Background: an optimization exercise with open tools, aiming at small area. Do not read the settings as production practice.
Only simulation tests tie the RTL to the original design; equivalence was not proved.
Power and IR drop assume default switching activity.

// ntt_bf2x2_top
module ntt_bf2x2_top (
    input  wire         clk,
    input  wire         reset_n,
    input  wire         zeroize,
    input  wire [2:0]   mode,
    input  wire         enable,
    input  wire [183:0] uvw_i,
    input  wire [275:0] pw_uvw_i,
    input  wire         accumulate,
    output wire [91:0]  uv_o,
    output wire [91:0]  pwo_uv_o,
    output wire         ready_o
);
    ntt_butterfly2x2 #(
        .REG_SIZE(23),
        .MLDSA_Q(23'd8380417)
    ) u_bf2x2 (
        .clk(clk),
        .reset_n(reset_n),
        .zeroize(zeroize),
        .mode(mode),
        .enable(enable),
        .uvw_i(uvw_i),
        .pw_uvw_i(pw_uvw_i),
        .accumulate(accumulate),
        .uv_o(uv_o),
        .pwo_uv_o(pwo_uv_o),
        .ready_o(ready_o)
    );
endmodule
Size in the first run: ~11,000 cells after synthesis, about 650 I/O pins.
Settings: LEC_CHECK=0, CAP_MARGIN=30, CORE_MARGIN=2, CORE_UTILIZATION=70, CTS_CLUSTER_DIAMETER=80, CTS_CLUSTER_SIZE=16, PLACE_DENSITY=0.85, SLEW_MARGIN=30, SYNTH_HIERARCHICAL=1; clock period 11.0 ns.
standard.sh (not shown) runs the stock make flow with config.mk's settings and CLKGATE_MAP_FILE= SYNTH_SCRIPT=/design/flow/synth_recipe.tcl, a recipe that flattens the netlist after the stock synthesis.
==> flow/flow/run.sh <==
#!/bin/bash
# The standard layout (the standard.sh, standard synthesis included), with
# two changes:
#  - the input and output ports are buffered with the smallest buffer cell
#    instead of the default delay-buffer cell (timing repair later resizes any
#    port buffer that needs more drive);
#  - clock tree synthesis clusters at most 16 registers within 80 um per
#    clkbuf_8 leaf buffer and inserts no dummy loads.
set -euo pipefail
export BUFFER_PORTS_ARGS="-buffer_cell sky130_fd_sc_hd__buf_1"
export CTS_ARGS="-sink_clustering_enable -repair_clock_nets -sink_clustering_size 16 -sink_clustering_max_diameter 80 -dont_use_dummy_load -buf_list sky130_fd_sc_hd__clkbuf_8"
# make's own output; each ORFS step also writes its full log under orfs/logs/
bash standard.sh > standard_make.log 2>&1
The first run completed with no timing, DRC or antenna violations.
Rerun with:
--- a/flow/design.v
+++ b/flow/design.v
@@ -1733,17 +1733,17 @@
             umv_r <= {~umv_s[23], umv_s[22:0]};
             ar_r  <= ar_s;
             sr_r  <= {~sr_s[23], sr_s[22:0]};
             h1 <= ar_h; h2 <= h1; h3 <= h2; h4 <= h3;
             xa <= ({23{sx_v}} & opv[g]) | ({23{sx_g}} & umv_h);
         end
         ntt_corr_sub u_cumv (.d(umv_r), .r(umv));
         ntt_corr_add u_car  (.s(ar_r), .r(ar));
-        assign sr  = corr_sub(sr_r);
+        ntt_corr_sub u_csr  (.d(sr_r), .r(sr));
         ntt_div2 u_har (.x(ar), .r(ar_h));
         ntt_div2 u_hum (.x(umv), .r(umv_h));
         ntt_mult_reduction u_mul (.clk(clk), .a_i(xa), .b_i(mul_b), .res_o(p4));
         assign u_o[g]  = ({23{ou_ar}} & ar) | ({23{ou_d4}} & h4) | ({23{ou_p4}} & p4) | ({23{ou_umv}} & umv);
         assign v_o[g]  = ({23{ov_sr}} & sr) | ({23{ov_p4}} & p4);
         assign pw_o[g] = {23{pwo_mode}} & u_o[g];
     end
     logic [BF_LATENCY-1:0] ready_reg;
Core utilization increases by 0.23 points. Design area barely changes. Final cell count shrinks by 1.4%. Total power goes down by 5.4%. Die area shrinks by 0.37%. Via count went down by 1.8%. Non-clock buffer count rises by 66. Global-route usage went down by 0.26 points. Worst setup slack loses 77 ps. Clock power barely changes. Routed wire length is lower by 0.62%. Worst hold slack gets better by 8.7 ps. Maximum frequency falls by 0.78%. Clock-buffer cell count grows by 2.

--- another note on this design; it stands on its own ---

Design ntt_bf2x2_top, start of the top module:
module ntt_bf2x2_top (
    input  wire         clk,
    input  wire         reset_n,
    input  wire         zeroize,
    input  wire [2:0]   mode,
    input  wire         enable,
    input  wire [183:0] uvw_i,
    input  wire [275:0] pw_uvw_i,
    input  wire         accumulate,
    output wire [91:0]  uv_o,
    output wire [91:0]  pwo_uv_o,
    output wire         ready_o
);
    ntt_butterfly2x2 #(
        .REG_SIZE(23),
        .MLDSA_Q(23'd8380417)
    ) u_bf2x2 (
        .clk(clk),
        .reset_n(reset_n),
        .zeroize(zeroize),
        .mode(mode),
        .enable(enable),
        .uvw_i(uvw_i),
        .pw_uvw_i(pw_uvw_i),
        .accumulate(accumulate),
        .uv_o(uv_o),
        .pwo_uv_o(pwo_uv_o),
        .ready_o(ready_o)
    );
endmodule
For scale: ~150000 sq um of cells after synthesis.
clock: 11.0 ns
lec_check: 0
cap_margin: 30
core_margin: 2
core_utilization: 50
cts_cluster_diameter: 100
cts_cluster_size: 25
place_density: 0.65
slew_margin: 30
synth_hierarchical: 1
run.sh (not shown) runs the stock make flow with config.mk's settings and CLKGATE_MAP_FILE= SYNTH_SCRIPT=/design/flow/synth_recipe.tcl, a recipe that flattens the netlist after the stock synthesis.
The first run produced a clean layout.
Edit:
==> flow/flow/run.sh (new file) <==
#!/bin/bash
# The standard layout (the standard.sh, standard synthesis included), with
# one change: the input and output ports are buffered with the smallest
# buffer cell instead of the default delay-buffer cell. Timing repair later
# resizes any port buffer that needs more drive.
set -euo pipefail
export BUFFER_PORTS_ARGS="-buffer_cell sky130_fd_sc_hd__buf_1"
# make's own output; each ORFS step also writes its full log under orfs/logs/
bash standard.sh > standard_make.log 2>&1
==> flow/standard.sh (new file) <==
#!/bin/bash
# synth_recipe.tcl (not shown) runs the flow's synth.tcl, then flattens the netlist and writes it again
# the make line also repeats each setting of config.mk as NAME=value (left out here)
make -C /OpenROAD-flow-scripts/flow DESIGN_CONFIG=/design/flow/config.mk WORK_HOME=/design/flow/orfs CLKGATE_MAP_FILE= SYNTH_SCRIPT=/design/flow/synth_recipe.tcl "${@:-finish}"
- CORE_UTILIZATION: 50 -> 60
- PLACE_DENSITY: 0.65 -> 0.75
removed: flow/run.sh
After rerunning: Sequential cell count is unchanged; worst setup slack degrades by 0.14 ns; total power is lower by 1.1%; cell count came out lower by about 4.3%; sequential share of layout area went up by 0.96 points; die area shrinks by 17%; worst hold slack stays flat; non-clock buffer count grows by 1; first-iteration DRC count went up by 6.2%; design area came out lower by about 3.4%.

==> what the ideal ports hide <==
No port has a modelled driver above. Below, the same layouts with a new extraction and two added sets of constraints.
Step 1 assumes that a clkbuf_16 drives the clock port and a buf_2 every other input.
Step 2 also shifts input and output timing later by t, the mid clock arrival at the registers, as if the neighbouring blocks saw the same clock.
Three values: ideal, step 1, step 2; two values: the first two.
| run | t, ns | setup slack, ns | hold WS [ns] | clock arrival spread, ns |
|---|---|---|---|---|
| the first run of note 1 | 1.018 | 1.170 / 1.170 / 1.170 | 0.263 / 0.263 / 0.263 | 0.157 / 0.157 |
| the second run of note 1 | 1.030 | 1.093 / 1.093 / 1.093 | 0.272 / 0.272 / 0.272 | 0.102 / 0.101 |
| the first run of note 2 | 1.012 | 0.999 / 0.999 / 0.999 | 0.309 / 0.309 / 0.309 | 0.073 / 0.072 |
| the second run of note 2 | 0.920 | 0.857 / 0.857 / 0.857 | 0.312 / 0.312 / 0.312 | 0.070 / 0.070 |
After both steps setup and hold are still met in every run listed.
